Context: an optimization exercise on an open-source flow, tuned for small area, a short achievable clock period and few clock cycles. The choices shown serve that exercise and are no tape-out recipe. In this exercise RTL edits were held to simulation tests only and were not proved equivalent to the original. No activity file was given, so power comes from the tool's default toggle rates.

<file path="run.sh">
#!/bin/bash
# synth_recipe.tcl (not shown) runs the flow's synth.tcl, then flattens the netlist and writes it again
# the make line also repeats each setting of config.mk as NAME=value (left out here)
make -C /OpenROAD-flow-scripts/flow DESIGN_CONFIG=/design/flow/config.mk WORK_HOME=/design/flow/orfs CLKGATE_MAP_FILE= SYNTH_SCRIPT=/design/flow/synth_recipe.tcl finish
</file>
<file path="config.mk">
export PLATFORM = sky130hd
export DESIGN_NAME = top
export DESIGN_NICKNAME = top
export VERILOG_FILES = /design/flow/design.v
export SDC_FILE = /design/flow/constraint.sdc
export NUM_CORES = 4
export LEC_CHECK = 0
export CAP_MARGIN = 20
export CORE_MARGIN = 2
export CORE_UTILIZATION = 40
export CTS_CLUSTER_DIAMETER = 150
export CTS_CLUSTER_SIZE = 30
export SETUP_SLACK_MARGIN = 5
export SLEW_MARGIN = 20
</file>
<file path="constraint.sdc">
create_clock -name core_clock -period 10.0 [get_ports {clk}]
set_input_delay 2.0000 -clock core_clock [delete_from_list [all_inputs] [get_ports {clk}]]
set_output_delay 2.0000 -clock core_clock [all_outputs]
set_load 0.01 [all_outputs]
</file>
<file path="design.v">
module matrix_mult (
    input         clk,
    input  [71:0] A,
    input  [71:0] B,
    input  [2:0]  row,    
    input  [2:0]  col,    
    output [7:0]  c
);
    wire [7:0] a0 = ({8{row[0]}} & A[0*8+:8]) | ({8{row[1]}} & A[3*8+:8]) | ({8{row[2]}} & A[6*8+:8]);
    wire [7:0] a1 = ({8{row[0]}} & A[1*8+:8]) | ({8{row[1]}} & A[4*8+:8]) | ({8{row[2]}} & A[7*8+:8]);
    wire [7:0] a2 = ({8{row[0]}} & A[2*8+:8]) | ({8{row[1]}} & A[5*8+:8]) | ({8{row[2]}} & A[8*8+:8]);
    wire [7:0] b0 = ({8{col[0]}} & B[0*8+:8]) | ({8{col[1]}} & B[1*8+:8]) | ({8{col[2]}} & B[2*8+:8]);
    wire [7:0] b1 = ({8{col[0]}} & B[3*8+:8]) | ({8{col[1]}} & B[4*8+:8]) | ({8{col[2]}} & B[5*8+:8]);
    wire [7:0] b2 = ({8{col[0]}} & B[6*8+:8]) | ({8{col[1]}} & B[7*8+:8]) | ({8{col[2]}} & B[8*8+:8]);
    wire s1 = (a0[0] & b0[0]) ^ (a1[0] & b1[0]) ^ (a2[0] & b2[0]);
    wire k2 = ((a0[0] & b0[0]) & (a1[0] & b1[0])) | ((a0[0] & b0[0]) & (a2[0] & b2[0])) | ((a1[0] & b1[0]) & (a2[0] & b2[0]));
    wire s3 = (a0[0] & b0[1]) ^ (a0[1] & b0[0]) ^ (a1[0] & b1[1]);
    wire k4 = ((a0[0] & b0[1]) & (a0[1] & b0[0])) | ((a0[0] & b0[1]) & (a1[0] & b1[1])) | ((a0[1] & b0[0]) & (a1[0] & b1[1]));
    wire s5 = (a1[1] & b1[0]) ^ (a2[0] & b2[1]) ^ (a2[1] & b2[0]);
    wire k6 = ((a1[1] & b1[0]) & (a2[0] & b2[1])) | ((a1[1] & b1[0]) & (a2[1] & b2[0])) | ((a2[0] & b2[1]) & (a2[1] & b2[0]));
    wire s7 = k2 ^ s3 ^ s5;
    wire k8 = (k2 & s3) | (k2 & s5) | (s3 & s5);
    wire s9 = (a0[0] & b0[2]) ^ (a0[1] & b0[1]) ^ (a0[2] & b0[0]);
    wire k10 = ((a0[0] & b0[2]) & (a0[1] & b0[1])) | ((a0[0] & b0[2]) & (a0[2] & b0[0])) | ((a0[1] & b0[1]) & (a0[2] & b0[0]));
    wire s11 = (a1[0] & b1[2]) ^ (a1[1] & b1[1]) ^ (a1[2] & b1[0]);
    wire k12 = ((a1[0] & b1[2]) & (a1[1] & b1[1])) | ((a1[0] & b1[2]) & (a1[2] & b1[0])) | ((a1[1] & b1[1]) & (a1[2] & b1[0]));
    wire s13 = (a2[0] & b2[2]) ^ (a2[1] & b2[1]) ^ (a2[2] & b2[0]);
    wire k14 = ((a2[0] & b2[2]) & (a2[1] & b2[1])) | ((a2[0] & b2[2]) & (a2[2] & b2[0])) | ((a2[1] & b2[1]) & (a2[2] & b2[0]));
    wire s15 = k4 ^ k6 ^ s9;
    wire k16 = (k4 & k6) | (k4 & s9) | (k6 & s9);
    wire s17 = s11 ^ s13 ^ k8;
    wire k18 = (s11 & s13) | (s11 & k8) | (s13 & k8);
    wire s19 = (a0[0] & b0[3]) ^ (a0[1] & b0[2]) ^ (a0[2] & b0[1]);
    wire k20 = ((a0[0] & b0[3]) & (a0[1] & b0[2])) | ((a0[0] & b0[3]) & (a0[2] & b0[1])) | ((a0[1] & b0[2]) & (a0[2] & b0[1]));
    wire s21 = (a0[3] & b0[0]) ^ (a1[0] & b1[3]) ^ (a1[1] & b1[2]);
    wire k22 = ((a0[3] & b0[0]) & (a1[0] & b1[3])) | ((a0[3] & b0[0]) & (a1[1] & b1[2])) | ((a1[0] & b1[3]) & (a1[1] & b1[2]));
    wire s23 = (a1[2] & b1[1]) ^ (a1[3] & b1[0]) ^ (a2[0] & b2[3]);
    wire k24 = ((a1[2] & b1[1]) & (a1[3] & b1[0])) | ((a1[2] & b1[1]) & (a2[0] & b2[3])) | ((a1[3] & b1[0]) & (a2[0] & b2[3]));
    wire s25 = (a2[1] & b2[2]) ^ (a2[2] & b2[1]) ^ (a2[3] & b2[0]);
    wire k26 = ((a2[1] & b2[2]) & (a2[2] & b2[1])) | ((a2[1] & b2[2]) & (a2[3] & b2[0])) | ((a2[2] & b2[1]) & (a2[3] & b2[0]));
    wire s27 = k10 ^ k12 ^ k14;
    wire k28 = (k10 & k12) | (k10 & k14) | (k12 & k14);
    wire s29 = s19 ^ s21 ^ s23;
    wire k30 = (s19 & s21) | (s19 & s23) | (s21 & s23);
    wire s31 = s25 ^ k16 ^ s27;
    wire k32 = (s25 & k16) | (s25 & s27) | (k16 & s27);
    wire s33 = (a0[0] & b0[4]) ^ (a0[1] & b0[3]) ^ (a0[2] & b0[2]);
    wire k34 = ((a0[0] & b0[4]) & (a0[1] & b0[3])) | ((a0[0] & b0[4]) & (a0[2] & b0[2])) | ((a0[1] & b0[3]) & (a0[2] & b0[2]));
    wire s35 = (a0[3] & b0[1]) ^ (a0[4] & b0[0]) ^ (a1[0] & b1[4]);
    wire k36 = ((a0[3] & b0[1]) & (a0[4] & b0[0])) | ((a0[3] & b0[1]) & (a1[0] & b1[4])) | ((a0[4] & b0[0]) & (a1[0] & b1[4]));
    wire s37 = (a1[1] & b1[3]) ^ (a1[2] & b1[2]) ^ (a1[3] & b1[1]);
    wire k38 = ((a1[1] & b1[3]) & (a1[2] & b1[2])) | ((a1[1] & b1[3]) & (a1[3] & b1[1])) | ((a1[2] & b1[2]) & (a1[3] & b1[1]));
    wire s39 = (a1[4] & b1[0]) ^ (a2[0] & b2[4]) ^ (a2[1] & b2[3]);
    wire k40 = ((a1[4] & b1[0]) & (a2[0] & b2[4])) | ((a1[4] & b1[0]) & (a2[1] & b2[3])) | ((a2[0] & b2[4]) & (a2[1] & b2[3]));
    wire s41 = (a2[2] & b2[2]) ^ (a2[3] & b2[1]) ^ (a2[4] & b2[0]);
    wire k42 = ((a2[2] & b2[2]) & (a2[3] & b2[1])) | ((a2[2] & b2[2]) & (a2[4] & b2[0])) | ((a2[3] & b2[1]) & (a2[4] & b2[0]));
    wire s43 = k20 ^ k22 ^ k24;
    wire k44 = (k20 & k22) | (k20 & k24) | (k22 & k24);
    wire s45 = k26 ^ s33 ^ s35;
    wire k46 = (k26 & s33) | (k26 & s35) | (s33 & s35);
    wire s47 = s37 ^ s39 ^ s41;
    wire k48 = (s37 & s39) | (s37 & s41) | (s39 & s41);
    wire s49 = k28 ^ k30 ^ s43;
    wire k50 = (k28 & k30) | (k28 & s43) | (k30 & s43);
    wire s51 = (a0[0] & b0[5]) ^ (a0[1] & b0[4]) ^ (a0[2] & b0[3]);
    wire k52 = ((a0[0] & b0[5]) & (a0[1] & b0[4])) | ((a0[0] & b0[5]) & (a0[2] & b0[3])) | ((a0[1] & b0[4]) & (a0[2] & b0[3]));
    wire s53 = (a0[3] & b0[2]) ^ (a0[4] & b0[1]) ^ (a0[5] & b0[0]);
    wire k54 = ((a0[3] & b0[2]) & (a0[4] & b0[1])) | ((a0[3] & b0[2]) & (a0[5] & b0[0])) | ((a0[4] & b0[1]) & (a0[5] & b0[0]));
    wire s55 = (a1[0] & b1[5]) ^ (a1[1] & b1[4]) ^ (a1[2] & b1[3]);
    wire k56 = ((a1[0] & b1[5]) & (a1[1] & b1[4])) | ((a1[0] & b1[5]) & (a1[2] & b1[3])) | ((a1[1] & b1[4]) & (a1[2] & b1[3]));
    wire s57 = (a1[3] & b1[2]) ^ (a1[4] & b1[1]) ^ (a1[5] & b1[0]);
    wire k58 = ((a1[3] & b1[2]) & (a1[4] & b1[1])) | ((a1[3] & b1[2]) & (a1[5] & b1[0])) | ((a1[4] & b1[1]) & (a1[5] & b1[0]));
    wire s59 = (a2[0] & b2[5]) ^ (a2[1] & b2[4]) ^ (a2[2] & b2[3]);
    wire k60 = ((a2[0] & b2[5]) & (a2[1] & b2[4])) | ((a2[0] & b2[5]) & (a2[2] & b2[3])) | ((a2[1] & b2[4]) & (a2[2] & b2[3]));
    wire s61 = (a2[3] & b2[2]) ^ (a2[4] & b2[1]) ^ (a2[5] & b2[0]);
    wire k62 = ((a2[3] & b2[2]) & (a2[4] & b2[1])) | ((a2[3] & b2[2]) & (a2[5] & b2[0])) | ((a2[4] & b2[1]) & (a2[5] & b2[0]));
    wire s63 = k34 ^ k36 ^ k38;
    wire k64 = (k34 & k36) | (k34 & k38) | (k36 & k38);
    wire s65 = k40 ^ k42 ^ s51;
    wire k66 = (k40 & k42) | (k40 & s51) | (k42 & s51);
    wire s67 = s53 ^ s55 ^ s57;
    wire k68 = (s53 & s55) | (s53 & s57) | (s55 & s57);
    wire s69 = s59 ^ s61 ^ k44;
    wire k70 = (s59 & s61) | (s59 & k44) | (s61 & k44);
    wire s71 = k46 ^ k48 ^ s63;
    wire k72 = (k46 & k48) | (k46 & s63) | (k48 & s63);
    wire s73 = (a0[0] & b0[6]) ^ (a0[1] & b0[5]) ^ (a0[2] & b0[4]);
    wire k74 = ((a0[0] & b0[6]) & (a0[1] & b0[5])) | ((a0[0] & b0[6]) & (a0[2] & b0[4])) | ((a0[1] & b0[5]) & (a0[2] & b0[4]));
    wire s75 = (a0[3] & b0[3]) ^ (a0[4] & b0[2]) ^ (a0[5] & b0[1]);
    wire k76 = ((a0[3] & b0[3]) & (a0[4] & b0[2])) | ((a0[3] & b0[3]) & (a0[5] & b0[1])) | ((a0[4] & b0[2]) & (a0[5] & b0[1]));
    wire s77 = (a0[6] & b0[0]) ^ (a1[0] & b1[6]) ^ (a1[1] & b1[5]);
    wire k78 = ((a0[6] & b0[0]) & (a1[0] & b1[6])) | ((a0[6] & b0[0]) & (a1[1] & b1[5])) | ((a1[0] & b1[6]) & (a1[1] & b1[5]));
    wire s79 = (a1[2] & b1[4]) ^ (a1[3] & b1[3]) ^ (a1[4] & b1[2]);
    wire k80 = ((a1[2] & b1[4]) & (a1[3] & b1[3])) | ((a1[2] & b1[4]) & (a1[4] & b1[2])) | ((a1[3] & b1[3]) & (a1[4] & b1[2]));
    wire s81 = (a1[5] & b1[1]) ^ (a1[6] & b1[0]) ^ (a2[0] & b2[6]);
    wire k82 = ((a1[5] & b1[1]) & (a1[6] & b1[0])) | ((a1[5] & b1[1]) & (a2[0] & b2[6])) | ((a1[6] & b1[0]) & (a2[0] & b2[6]));
    wire s83 = (a2[1] & b2[5]) ^ (a2[2] & b2[4]) ^ (a2[3] & b2[3]);
    wire k84 = ((a2[1] & b2[5]) & (a2[2] & b2[4])) | ((a2[1] & b2[5]) & (a2[3] & b2[3])) | ((a2[2] & b2[4]) & (a2[3] & b2[3]));
    wire s85 = (a2[4] & b2[2]) ^ (a2[5] & b2[1]) ^ (a2[6] & b2[0]);
    wire k86 = ((a2[4] & b2[2]) & (a2[5] & b2[1])) | ((a2[4] & b2[2]) & (a2[6] & b2[0])) | ((a2[5] & b2[1]) & (a2[6] & b2[0]));
    wire s87 = k52 ^ k54 ^ k56;
    wire k88 = (k52 & k54) | (k52 & k56) | (k54 & k56);
    wire s89 = k58 ^ k60 ^ k62;
    wire k90 = (k58 & k60) | (k58 & k62) | (k60 & k62);
    wire s91 = s73 ^ s75 ^ s77;
    wire k92 = (s73 & s75) | (s73 & s77) | (s75 & s77);
    wire s93 = s79 ^ s81 ^ s83;
    wire k94 = (s79 & s81) | (s79 & s83) | (s81 & s83);
    wire s95 = s85 ^ k64 ^ k66;
    wire k96 = (s85 & k64) | (s85 & k66) | (k64 & k66);
    wire s97 = k68 ^ s87 ^ s89;
    wire k98 = (k68 & s87) | (k68 & s89) | (s87 & s89);
    wire s99 = (a0[0] & b0[7]) ^ (a0[1] & b0[6]) ^ (a0[2] & b0[5]);
    wire s100 = (a0[3] & b0[4]) ^ (a0[4] & b0[3]) ^ (a0[5] & b0[2]);
    wire s101 = (a0[6] & b0[1]) ^ (a0[7] & b0[0]) ^ (a1[0] & b1[7]);
    wire s102 = (a1[1] & b1[6]) ^ (a1[2] & b1[5]) ^ (a1[3] & b1[4]);
    wire s103 = (a1[4] & b1[3]) ^ (a1[5] & b1[2]) ^ (a1[6] & b1[1]);
    wire s104 = (a1[7] & b1[0]) ^ (a2[0] & b2[7]) ^ (a2[1] & b2[6]);
    wire s105 = (a2[2] & b2[5]) ^ (a2[3] & b2[4]) ^ (a2[4] & b2[3]);
    wire s106 = (a2[5] & b2[2]) ^ (a2[6] & b2[1]) ^ (a2[7] & b2[0]);
    wire s107 = k74 ^ k76 ^ k78;
    wire s108 = k80 ^ k82 ^ k84;
    wire s109 = k86 ^ s99 ^ s100;
    wire s110 = s101 ^ s102 ^ s103;
    wire s111 = s104 ^ s105 ^ s106;
    wire s112 = k88 ^ k90 ^ k92;
    wire s113 = k94 ^ s107 ^ s108;
    wire s114 = s109 ^ s110 ^ s111;
    reg p0_0;
    reg p1_0;
    reg p2_0;
    reg p2_1;
    reg p3_0;
    reg p3_1;
    reg p3_2;
    reg p4_0;
    reg p4_1;
    reg p4_2;
    reg p4_3;
    reg p5_0;
    reg p5_1;
    reg p5_2;
    reg p5_3;
    reg p5_4;
    reg p6_0;
    reg p6_1;
    reg p6_2;
    reg p6_3;
    reg p6_4;
    reg p6_5;
    reg p7_0;
    reg p7_1;
    reg p7_2;
    reg p7_3;
    reg p7_4;
    always @(posedge clk) begin
        p0_0 <= s1;
        p1_0 <= s7;
        p2_0 <= s15;
        p2_1 <= s17;
        p3_0 <= s29;
        p3_1 <= k18;
        p3_2 <= s31;
        p4_0 <= s45;
        p4_1 <= s47;
        p4_2 <= k32;
        p4_3 <= s49;
        p5_0 <= s65;
        p5_1 <= s67;
        p5_2 <= k50;
        p5_3 <= s69;
        p5_4 <= s71;
        p6_0 <= s91;
        p6_1 <= s93;
        p6_2 <= k70;
        p6_3 <= k72;
        p6_4 <= s95;
        p6_5 <= s97;
        p7_0 <= k96;
        p7_1 <= k98;
        p7_2 <= s112;
        p7_3 <= s113;
        p7_4 <= s114;
    end
    wire s115 = p5_0 ^ p5_1;
    wire k116 = p5_0 & p5_1;
    wire s117 = p6_0 ^ p6_1 ^ p6_2;
    wire k118 = (p6_0 & p6_1) | (p6_0 & p6_2) | (p6_1 & p6_2);
    wire s119 = p6_3 ^ p6_4;
    wire k120 = p6_3 & p6_4;
    wire s121 = p7_0 ^ p7_1 ^ p7_2;
    wire s122 = p7_3 ^ p7_4;
    wire s123 = p4_0 ^ p4_1;
    wire k124 = p4_0 & p4_1;
    wire s125 = p5_2 ^ p5_3 ^ p5_4;
    wire k126 = (p5_2 & p5_3) | (p5_2 & p5_4) | (p5_3 & p5_4);
    wire s127 = k116 ^ p6_5 ^ s117;
    wire k128 = (k116 & p6_5) | (k116 & s117) | (p6_5 & s117);
    wire s129 = k118 ^ k120 ^ s121;
    wire s130 = p3_0 ^ p3_1;
    wire k131 = p3_0 & p3_1;
    wire s132 = p4_2 ^ p4_3 ^ s123;
    wire k133 = (p4_2 & p4_3) | (p4_2 & s123) | (p4_3 & s123);
    wire s134 = k124 ^ s115 ^ s125;
    wire k135 = (k124 & s115) | (k124 & s125) | (s115 & s125);
    wire s136 = k126 ^ s119 ^ s127;
    wire k137 = (k126 & s119) | (k126 & s127) | (s119 & s127);
    wire s138 = k128 ^ s122 ^ s129;
    wire [7:0] x = {k137, k135, k133, k131, p3_2, p2_0, p1_0, p0_0};
    wire [7:0] y = {s138, s136, s134, s132, s130, p2_1, 1'b0, 1'b0};
    assign c = x + y;
endmodule
module top(
    input clk,              
    input rst,              
    input cyc,              
    input stb,              
    input we,               
    input [3:0] wb_sel,     
    input [31:0] adr,       
    input [31:0] dat_mosi,  
    output [31:0] dat_miso,  
    output reg ack,             
    output reg err              
);
reg [71:0] A, B;
reg [7:0] rdata;
reg [2:0] tgt_row, tgt_col;    
reg [2:0] tag_row, tag_col;    
reg fresh;                     
reg missed;                    
reg wv;                        
reg [4:0] wa;
reg [7:0] wd;
reg rst_q;
assign dat_miso = {24'b0, rdata};
wire req      = cyc & stb;
wire adr_hi0  = ~|adr[31:5];
wire [4:0] a5 = adr[4:0];
wire lo_ab    = a5 < 5'd18;
wire lo_c     = (a5 >= 5'd18) & (a5 < 5'd27);
wire in_ab    = adr_hi0 & lo_ab;
wire in_c     = adr_hi0 & lo_c;
wire wr       = req & we & wb_sel[0];
wire rd       = req & ~we;
wire wr_ab    = wr & in_ab;
wire rd_c     = rd & in_c;
reg [2:0] r_row, r_col;
always @(*) begin
    case (a5)
        5'd18: begin r_row = 3'b001; r_col = 3'b001; end
        5'd19: begin r_row = 3'b001; r_col = 3'b010; end
        5'd20: begin r_row = 3'b001; r_col = 3'b100; end
        5'd21: begin r_row = 3'b010; r_col = 3'b001; end
        5'd22: begin r_row = 3'b010; r_col = 3'b010; end
        5'd23: begin r_row = 3'b010; r_col = 3'b100; end
        5'd24: begin r_row = 3'b100; r_col = 3'b001; end
        5'd25: begin r_row = 3'b100; r_col = 3'b010; end
        default: begin r_row = 3'b100; r_col = 3'b100; end
    endcase
end
wire [2:0] nn_col = {r_col[0], r_col[2:1]};
wire [2:0] nn_row = r_col[0] ? r_row : {r_row[1:0], r_row[2]};
function touches;
    input [4:0] x;
    input [2:0] row, col;
    begin
        if (x < 5'd9)
            touches = (x < 5'd3) ? row[0] : (x < 5'd6) ? row[1] : row[2];
        else if (x == 5'd9 || x == 5'd12 || x == 5'd15)
            touches = col[0];
        else if (x == 5'd10 || x == 5'd13 || x == 5'd16)
            touches = col[1];
        else
            touches = col[2];
    end
endfunction
wire hit = |(r_row & tag_row) & |(r_col & tag_col) & fresh &
           ~(wv & touches(wa, tag_row, tag_col));
wire [7:0] c;
matrix_mult mm_inst(.clk(clk), .A(A), .B(B), .row(tgt_row), .col(tgt_col), .c(c));
always @(posedge clk or posedge rst) begin
    if (rst) begin
        tgt_row <= 3'b000;
        tgt_col <= 3'b000;
        fresh <= 1'b0;
        missed <= 1'b0;
        wv <= 1'b0;
    end else begin
        fresh <= ~((wv & touches(wa, tgt_row, tgt_col)) | rst_q);
        missed <= rd_c & ~hit;
        wv <= wr_ab;
        if (wr) begin
            tgt_row <= 3'b001;
            tgt_col <= (a5 == 5'd17) ? 3'b010 : 3'b001;
        end else if (rd & lo_c) begin
            tgt_row <= missed ? r_row : nn_row;
            tgt_col <= missed ? r_col : nn_col;
        end
    end
end
always @(posedge clk or posedge rst) begin
    if (rst)
        rst_q <= 1'b1;
    else
        rst_q <= 1'b0;
end
always @(posedge clk) begin
    ack <= wr_ab | (rd_c & hit);
    err <= (wr & ~in_ab) | (rd & ~in_c);
end
always @(posedge clk) begin
    tag_row <= tgt_row;
    tag_col <= tgt_col;
end
always @(posedge clk) begin
    wa <= a5;
    wd <= dat_mosi[7:0];
end
always @(posedge clk)
    rdata <= c;
wire [7:0] sdata = rst_q ? 8'b0 : wd;
integer e;
always @(posedge clk) begin
    for (e = 0; e < 9; e = e + 1) begin
        if (rst_q | (wv & (wa == e)))     A[e*8+:8] <= sdata;
        if (rst_q | (wv & (wa == e + 9))) B[e*8+:8] <= sdata;
    end
end
endmodule
</file>
==> results.cfg <==
[synthesis]
synth_seq_cells = 210
synth.yosys.warnings = 2
synthArstFlopShare = 0.0476
yosys.area_share.adder = 0.131
syn_inst = 753
synth-main-ff-cell = edfxtp_1
synth_compound_area_frac = 0.0986
synth_top_family_by_area = adder cells
synth_edf_count = 144
synth_mux_area_frac = 0.00720
synth_xor_xnor_area_share = 0.0413
avgSynthCellArea_um2 = 13.2
ys_seq_area_frac = 0.575
post_synth_and_or_nand_nor_area_fraction = 0.0953
netlist_area_um2 = 9900
synth_cell_types = 56

[timing]
clock.fmax_mhz = 238
final_max_slew_viol_count = 0
rsz0062_at_grt = false
fin_ws_ps = 5800
holdWs_ps = 341
post-route-min-period_ps = 4200
fin_skew_ps = 37.8
max_slew_margin = 0.239
hold_viol = 0
setup_viol = 0
fin_tns_setup_ps = 0
fin_crit_sh = 0.420
worstMarginPinSlew_ps = 1140

[critical_path]
endpoint_kind = flip-flop
crit_buf_inv = 2
worstSetupPathType = in2reg
crit_family = compound AO/OA/AOI/OAI gates
slowest_stage = clkdlybuf4s50_1
cp_cell_sequence = clkdlybuf4s50_1 > inv_1 > ha_1 > and2_1 > o311ai_0 > a32oi_1 > a211oi_1 > nand3b_1 > a21oi_1
worstPathMaxFanout = 10
cp.arrival_ps = 4630
slowest_delay_ps = 640
worst_setup_path_start_kind = input port
critPathRequiredTime_ps = 10430

[final_layout]
nets = 955
final_common_cell = edfxtp_1
nFillCells = 2203
final_cell_mix = 144 x edfxtp_1, 79 x nor2_1, 56 x fa_1, 56 x dfxtp_1, 55 x clkdlybuf4s50_1
drive_above_1_share = 0.0797
synthToLayoutAreaGrowth_pct = 11.8
antenna_cells = 0
final_util = 0.455
stdcell_count = 1140
final_area_um2 = 11100

[placed_design]
dpl_worst_slack_ps = 5310
dp.cells = 1120
routabilityCongestion = 0.871
hpwl_um = 15100
numPortBuffers = 55
place_area_um2 = 10800

[job]
max_cap_viol_count = 0

[power_and_ir_drop]
p_leak_nw = 4.13
cellPowerDensity_nw_per_um2 = 225
peakVddDrop_v = 0.000178
p_total_mw = 2.49

[route]
vias = 6025
via_per_inst = 5.29
antenna_left = 0
drc = 0
routed_wirelength_um = 21400
first_iter_violations = 666
drt_first_pass_iters = 5
routedWlPerCell_um = 18.8

[clock_network]
clock-sinks = 210
cts_tree = yes
numCtsBuffers = 10
clk_pin_slew_worst_paths_ps = 120
clk_path_buf_depth = 3
h-tree-depth = 1
clk_latency_ps = 490
ctsHoldBuffers = 0
clock-root-buffer = clkbuf_16
ctsResizeCount = 0
cts_setup_buffers = 0

[die]
num_rows = 57
ios = 107
die_w_um = 161
start_util = 0.407
die_area_um2 = 26000
die_h_um = 161
core_um2 = 24300

[global_route]
grt_start_max_net_pins = 32
grt_pass1_vias = 6052
grt_pass1_wl_um = 34200
grt_util_all_layers = 0.170
gr-total-overflow = 0
use_met3 = 0.0244
antenna_found_initial = 0
met1_usage = 0.235
met2_usage = 0.283
top_usage_layer = met2

[run_status]
outcome = timing/DRC/antenna clean

[worst_hold_path]
hold_class = reg2reg
[synth_stat cells (15+ instances only)]
library cell | number | share of area
edfxtp_1 | 144 | 0.44
dfxtp_1 | 56 | 0.11
a21oi_1 | 15 | 0.0076
xnor2_1 | 30 | 0.027
nand2_1 | 39 | 0.015
or2_2 | 25 | 0.016
nor2_1 | 79 | 0.030
a222oi_1 | 43 | 0.043
buf_4 | 24 | 0.018
fa_1 | 56 | 0.11
inv_1 | 49 | 0.019
[worst paths after layout]
kind	endpoint	slack, ps	from	cells past startpoint
worst max register to register	mm_inst.p7_4$_DFF_P_	6180	tgt_row[0]$_DFFE_PP0P_	7
min in group asynchronous	tgt_col[2]$_DFFE_PP0P_	1760	rst	2
worst min register to register	rdata[0]$_DFF_P_	340	mm_inst.p0_0$_DFF_P_	0
worst min-delay path	rdata[0]$_DFF_P_	340	mm_inst.p0_0$_DFF_P_	0
worst max-delay path	ack$_DFF_P_	5800	adr[1]	9
max in group asynchronous	rst_q$_DFF_PP1_	7930	rst	2
[routing by layer]
| layer | part of all wire | wire (µm) | vias to the layer above |
|---|---|---|---|
| li1 | - | - | 2766 |
| met2 | 0.48 | 10300 | 250 |
| met5 | 0 | 0 | - |
| met4 | 0.022 | 473 | 0 |
| met1 | 0.43 | 9310 | 2983 |
| met3 | 0.063 | 1360 | 26 |
[power by group]
part | leakage, nW | switching, mW | internal (mW)
Sequential | 1.98 | 0.0509 | 1.07
Combinational | 2.01 | 0.481 | 0.435
Clock | 0.136 | 0.264 | 0.193
Total | 4.13 | 0.796 | 1.70
[sequential cells by signal, indices dropped and copies added, names as in the netlist, 3 cells and up]
| register | count |
|---|---|
| A | 72 |
| B | 72 |
| rdata | 8 |
| wd | 8 |
| wa | 5 |
| tag_col | 3 |
| tag_row | 3 |
| tgt_col | 3 |
| tgt_row | 3 |
[final cells by class]
type | count | area (µm²) | share of cell area
Sequential cell | 210 | 5700 | 0.515
Multi-Input combinational cell | 464 | 3800 | 0.343
Timing Repair Buffer | 77 | 703 | 0.0635
Tap cell | 324 | 405 | 0.0366
Clock buffer | 15 | 269 | 0.0243
Inverter | 49 | 184 | 0.0166
Clock inverter | 1 | 16.3 | 0.00147
[logic make-up (layout without fill, tap and decap cells)]
| group | count (synthesis) | count (layout) |
|---|---|---|
| muxes | 7 | 7 |
| AOI/OAI and AO/OA | 122 | 122 |
| buffers and inverters | 103 | 142 |
| xor gates and xnor gates | 42 | 42 |
| other | 1 | 25 |
| adders and majority gates | 70 | 70 |
| and+or+nand+nor | 198 | 198 |
| DFF | 210 | 210 |
Testbench counts, summed over its fixed seeds: cycles 8,640.

[what the ideal ports hide]
The flow's constraints put no driver on any port. The routed layout listed below was extracted and timed again, unchanged, in two steps. Step 1: set_driving_cell puts a clkbuf_16 on clk and a buf_2 on each other input, an assumption about the parent block. Step 2, shift: input delay + t, output delay - t, t = (earliest + latest rising clock arrival at the registers) / 2. This alone moves slack from input paths to output paths. Slacks: ideal ports / drivers / drivers and shift; pairs: ideal ports / drivers.
t (ns): 0.520
slack for setup (ns): 5.798 / 5.819 / 5.299
worst setup path after step 2: input to register
After both steps setup and hold are still met in this run. The setup slack of this run moves by +0.021 ns with the drivers and by -0.499 ns with both steps.
